Source: an optimization exercise on an open RTL-to-GDS flow (aim: small area). Production flows keep margins and buffers that such runs may drop.
Function was checked by simulation only, so behaviour that the tests miss may differ from the original.
No activity file was given, so power comes from the tool's default toggle rates.

// Project10_Pong_Top
module Project10_Pong_Top
  (input  i_Clk,
   input  i_Rst,
   input  i_Switch_1,
   input  i_Switch_2,
   input  i_Switch_3,
   input  i_Switch_4,
   output o_VGA_HSync,
   output o_VGA_VSync,
   output o_VGA_Red_0,
   output o_VGA_Red_1,
   output o_VGA_Red_2,
   output o_VGA_Grn_0,
   output o_VGA_Grn_1,
   output o_VGA_Grn_2,
   output o_VGA_Blu_0,
   output o_VGA_Blu_1,
   output o_VGA_Blu_2);
==> flow/config.mk <==
export PLATFORM = sky130hd
export DESIGN_NAME = Project10_Pong_Top
export DESIGN_NICKNAME = Project10_Pong_Top
export VERILOG_FILES = /design/flow/design.v
export SDC_FILE = /design/flow/constraint.sdc
export NUM_CORES = 4
export LEC_CHECK = 0
export CAP_MARGIN = 20
export CORE_MARGIN = 2
export CORE_UTILIZATION = 40
export SLEW_MARGIN = 20
export CTS_ARGS = -sink_clustering_enable -repair_clock_nets -dont_use_dummy_load -buf_list sky130_fd_sc_hd__clkbuf_4 -root_buf sky130_fd_sc_hd__clkbuf_8
export BUFFER_PORTS_ARGS = -buffer_cell sky130_fd_sc_hd__buf_1
==> flow/constraint.sdc <==
create_clock -name core_clock -period 10.0 [get_ports {i_Clk}]
set_input_delay 2.0000 -clock core_clock [delete_from_list [all_inputs] [get_ports {i_Clk}]]
set_output_delay 2.0000 -clock core_clock [all_outputs]
set_load 0.01 [all_outputs]
standard.sh (not shown) runs the stock make flow with config.mk's settings and CLKGATE_MAP_FILE= SYNTH_SCRIPT=/design/flow/synth_recipe.tcl, a recipe that flattens the netlist after the stock synthesis.
==> flow/flow/run.sh <==
#!/bin/bash
# Own layout flow: the standard ORFS flow (standard.sh) with three changes
# that only affect how the layout is built:
#  - synthesis maps logic with an area-oriented ABC script (flow/abc_area.script)
#    instead of ORFS's speed script; everything else in synthesis is unchanged
#    (same synth_recipe.tcl, same registers);
#  - clock tree synthesis uses small clock buffers and no dummy loads;
#  - port buffers are minimum-size buffers.
# Each tool's output goes to the ORFS logs under orfs/logs and to flow_make.log.
set -euo pipefail
W=$(pwd)
F=$W/flow

# Synthesis script: ORFS synth.tcl with the ABC call pointed at our script.
sed "s#log_cmd abc {\*}\$abc_args#log_cmd abc {*}[lreplace \$abc_args 1 1 $F/abc_area.script]#" \
  "$FLOW_HOME/scripts/synth.tcl" > "$W/own_synth.tcl"
grep -q "abc_area.script" "$W/own_synth.tcl"
sed "s#source \$::env(SCRIPTS_DIR)/synth.tcl#source $W/own_synth.tcl#" \
  "$W/synth_recipe.tcl" > "$W/own_synth_recipe.tcl"
grep -q "own_synth.tcl" "$W/own_synth_recipe.tcl"

cat >> "$W/config.mk" <<'EOT'
export CTS_ARGS = -sink_clustering_enable -repair_clock_nets -dont_use_dummy_load -buf_list sky130_fd_sc_hd__clkbuf_4 -root_buf sky130_fd_sc_hd__clkbuf_8
export BUFFER_PORTS_ARGS = -buffer_cell sky130_fd_sc_hd__buf_1
EOT

sed "s#$W/synth_recipe.tcl#$W/own_synth_recipe.tcl#g" "$W/standard.sh" > "$W/own_standard.sh"
grep -q "own_synth_recipe.tcl" "$W/own_standard.sh"
bash "$W/own_standard.sh" > "$W/flow_make.log" 2>&1
==> flow/flow/abc_area.script <==
strash
balance
rewrite
refactor
balance
rewrite
rewrite -z
balance
refactor -z
rewrite -z
balance
dch -f
amap
The starting point completed without violations.
Edit:
==> flow/flow/abc_area.script (replaced) <==
strash
&get -n
&dc2
&syn2
&dch
&put
balance
rewrite
refactor
balance
rewrite
rewrite -z
balance
refactor -z
rewrite -z
balance
dch -f
amap
Outcome:
- worst hold slack got worse by 5.2 ps
- total power drops by 2.3%
- via count drops by 3.2%
- fmax climbs by 7.2%
- clock skew climbs by 10 ps
Edit:
==> flow/run.sh (new file) <==
#!/bin/bash
# synth_recipe.tcl (not shown) runs the flow's synth.tcl, then flattens the netlist and writes it again
# the make line also repeats each setting of config.mk as NAME=value (left out here)
make -C /OpenROAD-flow-scripts/flow DESIGN_CONFIG=/design/flow/config.mk WORK_HOME=/design/flow/orfs CLKGATE_MAP_FILE= SYNTH_SCRIPT=/design/flow/synth_recipe.tcl finish
--- a/flow/config.mk
+++ b/flow/config.mk
@@ -10,4 +10,2 @@
 export CORE_UTILIZATION = 40
 export SLEW_MARGIN = 20
-export CTS_ARGS = -sink_clustering_enable -repair_clock_nets -dont_use_dummy_load -buf_list sky130_fd_sc_hd__clkbuf_4 -root_buf sky130_fd_sc_hd__clkbuf_8
-export BUFFER_PORTS_ARGS = -buffer_cell sky130_fd_sc_hd__buf_1
removed: flow/flow/run.sh
removed: flow/flow/abc_area.script
removed: flow/standard.sh
What happened: Fmax drops by roughly a tenth. Final area climbs by about a fifth. Combinational power climbs slightly. Routed wire length climbs by a few percent. Utilization climbs by 3.0 points. Synthesized area climbs by roughly a tenth. Setup slack got worse by 510 ps. Clock power climbs to 2.6 times its value. Count of clock-buffer cells in the layout is unchanged.

-- what the ideal ports hide --
In the flow no input, the clock included, has a driving cell. The finished layouts below were timed again as built, in two steps.
Step 1 sets driving cells, clkbuf_16 on the clock port and buf_2 on the other inputs (assumed; they add their load-dependent delay and slew).
Step 2 moves the port delays by t, midway between the first and last clock arrival at a register: inputs arrive t later, outputs are due t later. That takes back most of the time a late clock gives input paths.
a / b / c = ideal ports / drivers / drivers and shift; a / b = the first two.
| run | t (ns) | setup slack, ns | worst setup path after step 2 | slew at the worst register clock pin (ns) | pins driven straight from the clock port |
|---|---|---|---|---|---|
| the first run | 0.455 | 5.586 / 5.549 / 6.004 | register to output | 0.12 / 0.12 | 1 |
| the second run | 0.448 | 5.881 / 5.842 / 6.261 | input to register | 0.12 / 0.12 | 1 |
| the third run | 0.451 | 5.372 / 5.331 / 5.782 | register to output | 0.06 / 0.06 | 1 |
After both steps every run listed still meets setup and hold.
